Source: an optimization exercise on an open RTL-to-GDS flow (aim: small area and a short achievable clock period). Production flows keep margins and buffers that such runs may drop.
Only simulation tests tie the RTL to the original design; equivalence was not proved.
Power is estimated from default activity; no workload was simulated.

// whac_core
module whac_core (
    input  wire        clk,
    input  wire        rst,         
    input  wire        pause,
    input  wire        ps2_clk,
    input  wire        ps2_data,
    output wire [11:0] x_pos,
    output wire [11:0] y_pos,
    output wire        left_btn,
    output wire        right_btn,
    output wire [11:0] mole_up,
    output wire        is_start,
    output wire [3:0]  level,
    output wire [2:0]  live,
    output wire [15:0] score,
    output wire [5:0]  note,
    output wire        beep
);
    function [17:0] add;
        input [17:0] a, b;
        input ci;
        integer k;
        reg c;
        begin
            c = ci;
            for (k = 0; k < 18; k = k + 1) begin
                add[k] = a[k] ^ b[k] ^ c;
                c = (a[k] & b[k]) | (c & (a[k] ^ b[k]));
            end
        end
    endfunction
    function ge;
        input [17:0] a, b;
        integer k;
        reg c;
        begin
            c = 1'b1;
            for (k = 0; k < 18; k = k + 1)
                c = (a[k] & ~b[k]) | (c & (a[k] | ~b[k]));
            ge = c;
        end
    endfunction
    reg rst_q;
    always @(posedge clk) rst_q <= rst;
    function [10:0] db11;    
        input [10:0] q;
        db11 = {q[9:0], q[10] ^ q[8] ^ (q[9:0] == 10'd0)};
    endfunction
    function [7:0] db8;      
        input [7:0] q;
        db8 = {q[6:0], q[7] ^ q[5] ^ q[4] ^ q[3] ^ (q[6:0] == 7'd0)};
    endfunction
    function [3:0] db4;      
        input [3:0] q;
        db4 = {q[2:0], q[3] ^ q[2] ^ (q[2:0] == 3'd0)};
    endfunction
    localparam [10:0] DIV1 = 11'd1, DIV1023 = 11'd2032;
    localparam [3:0] BC10 = 4'd11;
    reg [1:0] sync;
    reg [3:0] bc;           
    reg [1:0] cnt;          
    reg [8:0] sh;           
    reg [7:0] bx;           
    reg [1:0] bb;           
    reg       upd;          
    wire fall = sync[1] & ~sync[0];
    wire last = (bc == BC10);
    wire done = fall & last;
    always @(posedge clk) begin
        if (rst) sync <= 2'b11;
        else sync <= {sync[0], ps2_clk};
    end
    always @(posedge clk) begin
        if (rst_q) begin
            bc <= 4'd0;
            cnt <= 2'd0;
        end else begin
            if (fall) begin
  ...
==> flow/config.mk <==
export PLATFORM = sky130hd
export DESIGN_NAME = whac_core
export DESIGN_NICKNAME = whac_core
export VERILOG_FILES = /design/flow/design.v
export SDC_FILE = /design/flow/constraint.sdc
export NUM_CORES = 4
export LEC_CHECK = 0
export ABC_AREA = 1
export CAP_MARGIN = 20
export CORE_MARGIN = 2
export CORE_UTILIZATION = 60
export CTS_CLUSTER_DIAMETER = 150
export CTS_CLUSTER_SIZE = 25
export PLACE_DENSITY = 0.7
export SLEW_MARGIN = 20
==> flow/constraint.sdc <==
create_clock -name core_clock -period 80.0 [get_ports {clk}]
set_input_delay 16.0000 -clock core_clock [delete_from_list [all_inputs] [get_ports {clk}]]
set_output_delay 16.0000 -clock core_clock [all_outputs]
set_load 0.01 [all_outputs]
standard.sh (not shown) runs the stock make flow with config.mk's settings and CLKGATE_MAP_FILE= SYNTH_SCRIPT=/design/flow/synth_recipe.tcl, a recipe that flattens the netlist after the stock synthesis.
==> flow/flow/run.sh <==
#!/bin/bash
set -euo pipefail
export BUFFER_PORTS_ARGS="-buffer_cell sky130_fd_sc_hd__buf_2"
export SETUP_SLACK_MARGIN=62.7
bash standard.sh > standard.log 2>&1
==> next run, changes <==
--- a/flow/flow/run.sh
+++ b/flow/flow/run.sh
@@ -4 +4 @@
-export SETUP_SLACK_MARGIN=62.7
+export SETUP_SLACK_MARGIN=62.8
- CORE_UTILIZATION: 60 -> 75
- PLACE_DENSITY: 0.7 -> 0.85
=>
- register-to-register slack degrades by 0.13 ns
- clock power falls by about 0.9%
- clock-buffer cell count does not change
- final cell count is lower by 2.6%
- combinational power increases by about 2%
- final area fell by 0.41%
- worst setup slack gains 0.054 ns
- power grows by 0.82%
==> next run, changes <==
--- a/flow/flow/run.sh
+++ b/flow/flow/run.sh
@@ -2,0 +3,4 @@
+rm -rf scripts_abc
+cp -r "$FLOW_HOME/scripts" scripts_abc
+printf 'strash\ndch\nmap -a\ntopo\n' > scripts_abc/abc_area.script
+export SCRIPTS_DIR="$PWD/scripts_abc"
- CORE_UTILIZATION: 75 -> 60
- PLACE_DENSITY: 0.85 -> 0.7
Result: Total power came out higher by 1.2%. Setup slack loses 0.0088 ns. Non-clock buffer count went up by 2. Combinational power drops by about 2%. Utilization shrinks by 14 points. Count of clock-buffer cells in the layout went down by 1. Die area goes up by 17%. Global-route usage fell by 7.0 points. Final area shrinks by 2.2%. Routed wire length came out lower by 2.9%. Via count drops by 5.2%.
==> next run, changes <==
==> flow/flow/run.sh (replaced) <==
#!/bin/bash
set -euo pipefail
rm -rf scripts_abc
cp -r "$FLOW_HOME/scripts" scripts_abc
printf 'strash\ndch\nmap -a\ntopo\nstrash\ndch\nmap -a\ntopo\n' > scripts_abc/abc_area.script
export SCRIPTS_DIR="$PWD/scripts_abc"
export BUFFER_PORTS_ARGS="-buffer_cell sky130_fd_sc_hd__buf_1"
export SETUP_SLACK_MARGIN=62.8
bash standard.sh > standard.log 2>&1
Effect: First-iteration DRC count went down by 1.8%; cell area falls by 1.8%; global-route usage came out higher by 0.43 points; total power falls by 1.1%; utilization is lower by 1.0 points.

[afterwards: timing with drivers on the ports]
In the flow no input, the clock included, has a driving cell. The finished layouts below were timed again as built, in two steps. Step 1: set_driving_cell puts a clkbuf_16 on clk and a buf_2 on each other input, an assumption about the parent block. Step 2, shift: input delay + t, output delay - t, t = (earliest + latest rising clock arrival at the registers) / 2. This alone moves slack from input paths to output paths. a / b / c = ideal ports / drivers / drivers and shift; a / b = the first two.
run | t, ns | setup slack, ns | latest minus earliest clock arrival (ns)
the first run | 0.483 | 62.788 / 62.740 / 62.488 | 0.013 / 0.013
the second run | 0.482 | 62.841 / 62.797 / 62.418 | 0.012 / 0.011
the third run | 0.485 | 62.833 / 62.786 / 62.377 | 0.012 / 0.012
the fourth run | 0.493 | 62.837 / 62.786 / 62.474 | 0.015 / 0.014
After both steps every run listed still meets setup and hold. The setup slack of the third run, which loses most, moves by -0.047 ns with the drivers and by -0.456 ns with both steps.
